From an optimization exercise on the open Yosys and OpenROAD flow, aimed at small area, a short achievable clock period and few clock cycles; shortcuts taken in it are not production practice. The RTL was checked by simulation tests, not by an equivalence proof against the original design.

==> flow/design.v <==
module bin_ext_gcd #(
  parameter NBITS = 256) (
  input               clk,
  input               rst_n,
  input               enable_p,
  input  [NBITS-1 :0] x,
  input  [NBITS-1 :0] y,
  output [NBITS+2 :0] a,
  output [NBITS+2 :0] b,
  output [NBITS-1 :0] gcd,
  output              done_irq_p
);
localparam CW = NBITS + 3;    
localparam AW = NBITS + 4;    
reg              busy;
reg              done_r;
reg              fin;         
reg              phase;       
reg  [7:0]       k;           
reg  [NBITS-1:0] u;
reg  [NBITS-1:0] vs;          
reg  [CW-1:0]    Au, Bu, An, Bn;
reg              ninit;       
reg  [NBITS-1:0] xr, yr;      
reg              sub, shu, shv, selU, selV, tforce, t2, mp1, mp2, mm1;
function [9:0] ctl;
  input ph, u0, u1, v0, v1;             
  input au0, au1, an0, an1, bu0, bu1, bn0, bn1;
  input sga, sgb;
  input yo, yb1, xb1;
  reg su, sv, sb, hu, hv, tf, d1, tt, a0, a1, b0, b1, p1, p2, n1, od;
  begin
    hv = ph | (u0 & ~v0);
    hu = ~ph & ~u0;
    sb = ~ph & u0 & v0;
    tf = ph | (~u0 & ~v0);
    su = hu | sb;
    sv = hv | sb;
    d1 = sb ? (u1 ^ v1) : (hu ? u1 : v1);
    tt = ~tf & ~d1;
    a0 = (su & au0) ^ (sv & an0);
    a1 = (su & au1) ^ (sv & an1) ^ (su & au0 & sv & an0);
    b0 = (su & bu0) ^ (sv & bn0);
    b1 = (su & bu1) ^ (sv & bn1) ^ (su & bu0 & sv & bn0);
    if (yo) begin
      p2 = tt & a1 & ~a0;
      p1 = tt & a0 & (a1 ^ yb1);
      n1 = tt & a0 & ~(a1 ^ yb1);
      od = ~tt & a0;
      p1 = p1 | (od & sga);
      n1 = n1 | (od & ~sga);
    end else begin
      p2 = tt & b1 & ~b0;
      p1 = tt & b0 & ~(b1 ^ xb1);
      n1 = tt & b0 & (b1 ^ xb1);
      od = ~tt & b0;
      p1 = p1 | (od & ~sgb);
      n1 = n1 | (od & sgb);
    end
    ctl = {sb, hu, hv, su, sv, tf, tt, p1, p2, n1};
  end
endfunction
wire [NBITS:0] s0, s1;
cmp_add #(.W(NBITS+1)) add_uv (.a({1'b0, u}), .b({1'b1, vs}), .s0(s0), .s1(s1), .pall());
wire           gt, eq;
cmp4 #(.W(NBITS)) cmp_uv (.u(u), .vs(vs), .gt(gt), .eq(eq));
wire           dest_v = ~gt;              
wire [NBITS-1:0] u_sub = t2 ? {1'b0, s1[NBITS:2]} : s1[NBITS:1];
wire [NBITS-1:0] v_sub = t2 ? {s0[NBITS], s0[NBITS:2]} : s0[NBITS:1];
wire [NBITS-1:0] u_sh  = t2 ? {2'b00, u[NBITS-1:2]} : {1'b0, u[NBITS-1:1]};
wire [NBITS-1:0] v_sh  = t2 ? {2'b11, vs[NBITS-1:2]} : {1'b1, vs[NBITS-1:1]};
wire [CW-1:0] opa1 = selU ? Au : {CW{1'b0}};
wire [CW-1:0] opa2 = (selV & ~ninit) ? An : {CW{1'b0}};
wire [CW-1:0] opb1 = selU ? Bu : {CW{1'b0}};
wire [CW-1:0] opb2 = selV ? (ninit ? {CW{1'b1}} : Bn) : {CW{1'b0}};
wire [AW-1:0] yx = {{(AW-NBITS){1'b0}}, yr};
wire [AW-1:0] xx = {{(AW-NBITS){1'b0}}, xr};
wire [AW-1:0] ta = ({AW{mp1}} & yx) | ({AW{mp2}} & {yx[AW-2:0], 1'b0}) | ({AW{mm1}} & ~yx);
wire [AW-1:0] tb = ({AW{mm1}} & xx) | ({AW{mp1}} & ~xx) | ({AW{mp2}} & ~{xx[AW-2:0], 1'b0});
wire          ia = mm1;
wire          ib = mp1 | mp2;
wire [AW-1:0] a1x = {opa1[CW-1], opa1};
wire [AW-1:0] a2x = {opa2[CW-1], opa2};
wire [AW-1:0] b1x = {opb1[CW-1], opb1};
wire [AW-1:0] b2x = {opb2[CW-1], opb2};
wire [AW-1:0] sa_s = a1x ^ a2x ^ ta;
wire [AW-1:0] sa_c = {(a1x[AW-2:0] & a2x[AW-2:0]) | (a1x[AW-2:0] & ta[AW-2:0]) | (a2x[AW-2:0] & ta[AW-2:0]), ia};
wire [AW-1:0] sb_s = b1x ^ b2x ^ tb;
wire [AW-1:0] sb_c = {(b1x[AW-2:0] & b2x[AW-2:0]) | (b1x[AW-2:0] & tb[AW-2:0]) | (b2x[AW-2:0] & tb[AW-2:0]), ib};
wire [AW-1:0] sa, sb;
skl_add #(.W(AW)) add_a (.a(sa_s), .b(sa_c), .cin(1'b0), .s(sa));
skl_add #(.W(AW)) add_b (.a(sb_s), .b(sb_c), .cin(1'b0), .s(sb));
wire [CW-1:0] ra = t2 ? {sa[AW-1], sa[AW-1:2]} : sa[CW:1];
wire [CW-1:0] rb = t2 ? {sb[AW-1], sb[AW-1:2]} : sb[CW:1];
wire step    = busy & ~fin & (phase | ~eq);
wire wr_u    = step & (shu | (sub & ~dest_v));    
wire phase_n = ~phase & tforce;                    
wire [NBITS-1:0] u_n  = sub ? u_sub : u_sh;        
wire [NBITS-1:0] vs_n = sub ? v_sub : v_sh;        
wire [1:0] an_lo = ninit ? 2'b00 : An[1:0];
wire [1:0] bn_lo = ninit ? 2'b11 : Bn[1:0];
wire       an_sg = ~ninit & An[CW-1];
wire       bn_sg = ninit | Bn[CW-1];
wire [9:0] ctl_u = ctl(phase_n, u_n[0], u_n[1], ~vs[0], ~vs[1],
                       ra[0], ra[1], an_lo[0], an_lo[1], rb[0], rb[1], bn_lo[0], bn_lo[1],
                       an_sg, bn_sg, yr[0], yr[1], xr[1]);
wire [9:0] ctl_v = ctl(phase_n, u[0], u[1], ~vs_n[0], ~vs_n[1],
                       Au[0], Au[1], ra[0], ra[1], Bu[0], Bu[1], rb[0], rb[1],
                       Au[CW-1], Bu[CW-1], yr[0], yr[1], xr[1]);
wire [9:0] ctl_l = ctl(1'b0, x[0], x[1], y[0], y[1],
                       1'b1, 1'b0, 1'b0, 1'b0, 1'b0, 1'b0, 1'b1, 1'b1,
                       1'b0, 1'b0, y[0], y[1], x[1]);
always @(posedge clk) begin
  xr <= x;
  yr <= y;
end
always @(posedge clk) begin
  if (enable_p)
    {sub, shu, shv, selU, selV, tforce, t2, mp1, mp2, mm1} <= ctl_l;
  else if (step)
    {sub, shu, shv, selU, selV, tforce, t2, mp1, mp2, mm1} <= wr_u ? ctl_u : ctl_v;
end
always @(posedge clk or negedge rst_n) begin
  if (!rst_n) begin
    busy   <= 1'b0;
    done_r <= 1'b0;
    fin    <= 1'b0;
    phase  <= 1'b0;
    k      <= 8'd0;
  end else begin
    done_r <= 1'b0;
    if (enable_p) begin
      busy  <= 1'b1;
      fin   <= 1'b0;
      phase <= 1'b0;
      k     <= 8'd0;
    end else if (busy) begin
      if (fin) begin
        if (k == 8'd0) begin
          busy   <= 1'b0;
          fin    <= 1'b0;
          done_r <= 1'b1;
        end else begin
          k <= k - 8'd1;
        end
      end else if (phase) begin
        phase <= 1'b0;
        k     <= k + 8'd1;
      end else if (eq) begin
        if (k == 8'd0) begin
          busy   <= 1'b0;
          done_r <= 1'b1;
        end else begin
          fin <= 1'b1;
        end
      end else if (tforce) begin
        phase <= 1'b1;
      end
    end
  end
end
always @(posedge clk) begin
  if (enable_p) begin
    u    <= x;
    vs   <= ~y;
    Au   <= {{(CW-1){1'b0}}, 1'b1};
    Bu   <= {CW{1'b0}};
    ninit <= 1'b1;
  end else if (busy & fin) begin
    if (k != 8'd0) u <= {u[NBITS-2:0], 1'b0};
  end else if (step) begin
    if (wr_u) begin
      u    <= u_n;
      Au   <= ra;
      Bu   <= rb;
    end else begin
      vs   <= vs_n;
      ninit <= 1'b0;
      An   <= ra;
      Bn   <= rb;
    end
  end
end
assign a          = Au;
assign b          = Bu;
assign gcd        = u;
assign done_irq_p = done_r;
endmodule
module skl_add #(parameter W = 260) (
  input  [W-1:0] a,
  input  [W-1:0] b,
  input          cin,
  output [W-1:0] s
);
  localparam L = 9;             
  reg [W:0] g, p, gn, pn;
  integer l, i, j;
  always @(*) begin
    j = 0;
    g = {a & b, cin};
    p = {a ^ b, 1'b0};
    for (l = 0; l < L; l = l + 1) begin
      gn = g;
      pn = p;
      for (i = 0; i <= W; i = i + 1) begin
        if ((i >> l) & 1) begin
          j = ((i >> l) << l) - 1;
          gn[i] = g[i] | (p[i] & g[j]);
          pn[i] = p[i] & p[j];
        end
      end
      g = gn;
      p = pn;
    end
  end
  assign s = a ^ b ^ g[W-1:0];
endmodule
module cmp_add #(parameter W = 257) (
  input  [W-1:0] a,
  input  [W-1:0] b,
  output [W-1:0] s0,
  output [W-1:0] s1,
  output         pall           
);
  localparam L = 9;             
  reg [W-1:0] g, p, gn, pn;
  integer l, i, j;
  always @(*) begin
    j = 0;
    g = a & b;
    p = a ^ b;
    for (l = 0; l < L; l = l + 1) begin
      gn = g;
      pn = p;
      for (i = 0; i < W; i = i + 1) begin
        if ((i >> l) & 1) begin
          j = ((i >> l) << l) - 1;
          gn[i] = g[i] | (p[i] & g[j]);
          pn[i] = p[i] & p[j];
        end
      end
      g = gn;
      p = pn;
    end
  end
  assign s0 = a ^ b ^ {g[W-2:0], 1'b0};
  assign s1 = a ^ b ^ {g[W-2:0] | p[W-2:0], 1'b1};
  assign pall = p[W-2];
endmodule
module cmp4 #(parameter W = 256) (
  input  [W-1:0] u,
  input  [W-1:0] vs,
  output         gt,
  output         eq
);
  reg [W-1:0] g, e;
  integer l, i;
  always @(*) begin
    g = u & vs;               
    e = u ^ vs;               
    for (l = 1; (W >> (2 * l)) > 0; l = l + 1) begin
      for (i = 0; i < (W >> (2 * l)); i = i + 1) begin
        g[i] = g[4*i+3] | (e[4*i+3] & g[4*i+2]) | (e[4*i+3] & e[4*i+2] & g[4*i+1])
             | (e[4*i+3] & e[4*i+2] & e[4*i+1] & g[4*i]);
        e[i] = e[4*i+3] & e[4*i+2] & e[4*i+1] & e[4*i];
      end
    end
  end
  assign gt = g[0];
  assign eq = e[0];
endmodule
export LEC_CHECK = 0
export CAP_MARGIN = 30
export CORE_MARGIN = 2
export CORE_UTILIZATION = 55
export CTS_BUF_LIST = sky130_fd_sc_hd__clkbuf_8
export PLACE_DENSITY = 0.7
export SLEW_MARGIN = 50
export TNS_END_PERCENT = 5
create_clock -name core_clock -period 14.0 [get_ports {clk}]
standard.sh (not shown) runs the stock make flow with config.mk's settings and CLKGATE_MAP_FILE= SYNTH_SCRIPT=/design/flow/synth_recipe.tcl, a recipe that flattens the netlist after the stock synthesis.
==> flow/flow/run.sh <==
#!/bin/bash
set -euo pipefail
bash standard.sh SETUP_SLACK_MARGIN=8 \
  "BUFFER_PORTS_ARGS=-buffer_cell sky130_fd_sc_hd__buf_1" finish > make_finish.log 2>&1
The starting point completed with no timing, DRC or antenna violations.
Testbench counts at the start, summed over its fixed seeds: cycles 67,681.
Edit:
--- a/flow/design.v
+++ b/flow/design.v
@@ -19,13 +19,13 @@
 reg  [7:0]       k;           
 reg  [NBITS-1:0] u;
 reg  [NBITS-1:0] vs;          
 reg  [CW-1:0]    Au, Bu, An, Bn;
 reg              ninit;       
 reg  [NBITS-1:0] xr, yr;      
-reg              sub, shu, shv, selU, selV, tforce, t2, mp1, mp2, mm1;
+reg              sub, shu, shv, selU, gVa, gVo, tforce, t2, mp1, mp2, mm1;
 function [9:0] ctl;
   input ph, u0, u1, v0, v1;             
   input au0, au1, an0, an1, bu0, bu1, bn0, bn1;
   input sga, sgb;
   input yo, yb1, xb1;
   reg su, sv, sb, hu, hv, tf, d1, tt, a0, a1, b0, b1, p1, p2, n1, od;
@@ -67,15 +67,15 @@
 wire           dest_v = ~gt;              
 wire [NBITS-1:0] u_sub = t2 ? {1'b0, s1[NBITS:2]} : s1[NBITS:1];
 wire [NBITS-1:0] v_sub = t2 ? {s0[NBITS], s0[NBITS:2]} : s0[NBITS:1];
 wire [NBITS-1:0] u_sh  = t2 ? {2'b00, u[NBITS-1:2]} : {1'b0, u[NBITS-1:1]};
 wire [NBITS-1:0] v_sh  = t2 ? {2'b11, vs[NBITS-1:2]} : {1'b1, vs[NBITS-1:1]};
 wire [CW-1:0] opa1 = selU ? Au : {CW{1'b0}};
-wire [CW-1:0] opa2 = (selV & ~ninit) ? An : {CW{1'b0}};
+wire [CW-1:0] opa2 = gVa ? An : {CW{1'b0}};
 wire [CW-1:0] opb1 = selU ? Bu : {CW{1'b0}};
-wire [CW-1:0] opb2 = selV ? (ninit ? {CW{1'b1}} : Bn) : {CW{1'b0}};
+wire [CW-1:0] opb2 = ({CW{gVa}} & Bn) | {CW{gVo}};
 wire [AW-1:0] yx = {{(AW-NBITS){1'b0}}, yr};
 wire [AW-1:0] xx = {{(AW-NBITS){1'b0}}, xr};
 wire [AW-1:0] ta = ({AW{mp1}} & yx) | ({AW{mp2}} & {yx[AW-2:0], 1'b0}) | ({AW{mm1}} & ~yx);
 wire [AW-1:0] tb = ({AW{mm1}} & xx) | ({AW{mp1}} & ~xx) | ({AW{mp2}} & ~{xx[AW-2:0], 1'b0});
 wire          ia = mm1;
 wire          ib = mp1 | mp2;
@@ -94,12 +94,19 @@
 wire [CW-1:0] rb = t2 ? {sb[AW-1], sb[AW-1:2]} : sb[CW:1];
 wire step    = busy & ~fin & (phase | ~eq);
 wire wr_u    = step & (shu | (sub & ~dest_v));    
 wire phase_n = ~phase & tforce;                    
 wire [NBITS-1:0] u_n  = sub ? u_sub : u_sh;        
 wire [NBITS-1:0] vs_n = sub ? v_sub : v_sh;        
+function [10:0] gv;
+  input [9:0] c;
+  input       ni;
+  begin
+    gv = {c[9:6], c[5] & ~ni, c[5] & ni, c[4:0]};
+  end
+endfunction
 wire [1:0] an_lo = ninit ? 2'b00 : An[1:0];
 wire [1:0] bn_lo = ninit ? 2'b11 : Bn[1:0];
 wire       an_sg = ~ninit & An[CW-1];
 wire       bn_sg = ninit | Bn[CW-1];
 wire [9:0] ctl_u = ctl(phase_n, u_n[0], u_n[1], ~vs[0], ~vs[1],
                        ra[0], ra[1], an_lo[0], an_lo[1], rb[0], rb[1], bn_lo[0], bn_lo[1],
@@ -113,15 +120,15 @@
 always @(posedge clk) begin
   xr <= x;
   yr <= y;
 end
 always @(posedge clk) begin
   if (enable_p)
-    {sub, shu, shv, selU, selV, tforce, t2, mp1, mp2, mm1} <= ctl_l;
+    {sub, shu, shv, selU, gVa, gVo, tforce, t2, mp1, mp2, mm1} <= gv(ctl_l, 1'b1);
   else if (step)
-    {sub, shu, shv, selU, selV, tforce, t2, mp1, mp2, mm1} <= wr_u ? ctl_u : ctl_v;
+    {sub, shu, shv, selU, gVa, gVo, tforce, t2, mp1, mp2, mm1} <= wr_u ? gv(ctl_u, ninit) : gv(ctl_v, 1'b0);
 end
 always @(posedge clk or negedge rst_n) begin
   if (!rst_n) begin
     busy   <= 1'b0;
     done_r <= 1'b0;
     fin    <= 1'b0;
What happened: Routed wire length is higher by 3.5%; via count is higher by 1.1%; first-iteration DRC count is higher by 9.0%; area after synthesis is lower by 1.2%; global-route usage is higher by 1.8 points; setup slack is better by 170 ps; clock-buffer cell count is higher by 8; hold slack is better by 3.9 ps; non-clock buffer count is lower by 5; die area is lower by 1.1%.
Testbench counts after the change, summed over its fixed seeds: cycles 67,681.

## what the ideal ports hide
In the flow no input, the clock included, has a driving cell. The finished layouts below were timed again as built, in two steps.
Step 1 sets driving cells, clkbuf_16 on the clock port and buf_2 on the other inputs (assumed; they add their load-dependent delay and slew).
Step 2 moves the port delays by t, midway between the first and last clock arrival at a register: inputs arrive t later, outputs are due t later. That takes back most of the time a late clock gives input paths.
Slacks: ideal / step 1 / step 2; pairs: ideal / step 1.
run | t (ns) | slack for setup (ns) | worst slew at a driven data input, ns | pins driven straight from the clock port
the first run | 1.248 | 7.596 / 7.596 / 7.394 | 0.33 | 1
the second run | 1.277 | 7.762 / 7.762 / 7.243 | 0.38 | 1
After both steps every run listed still meets setup and hold. For the second run, which loses most, drivers alone change the setup slack by 0.000 ns; drivers and shift together by -0.519 ns.
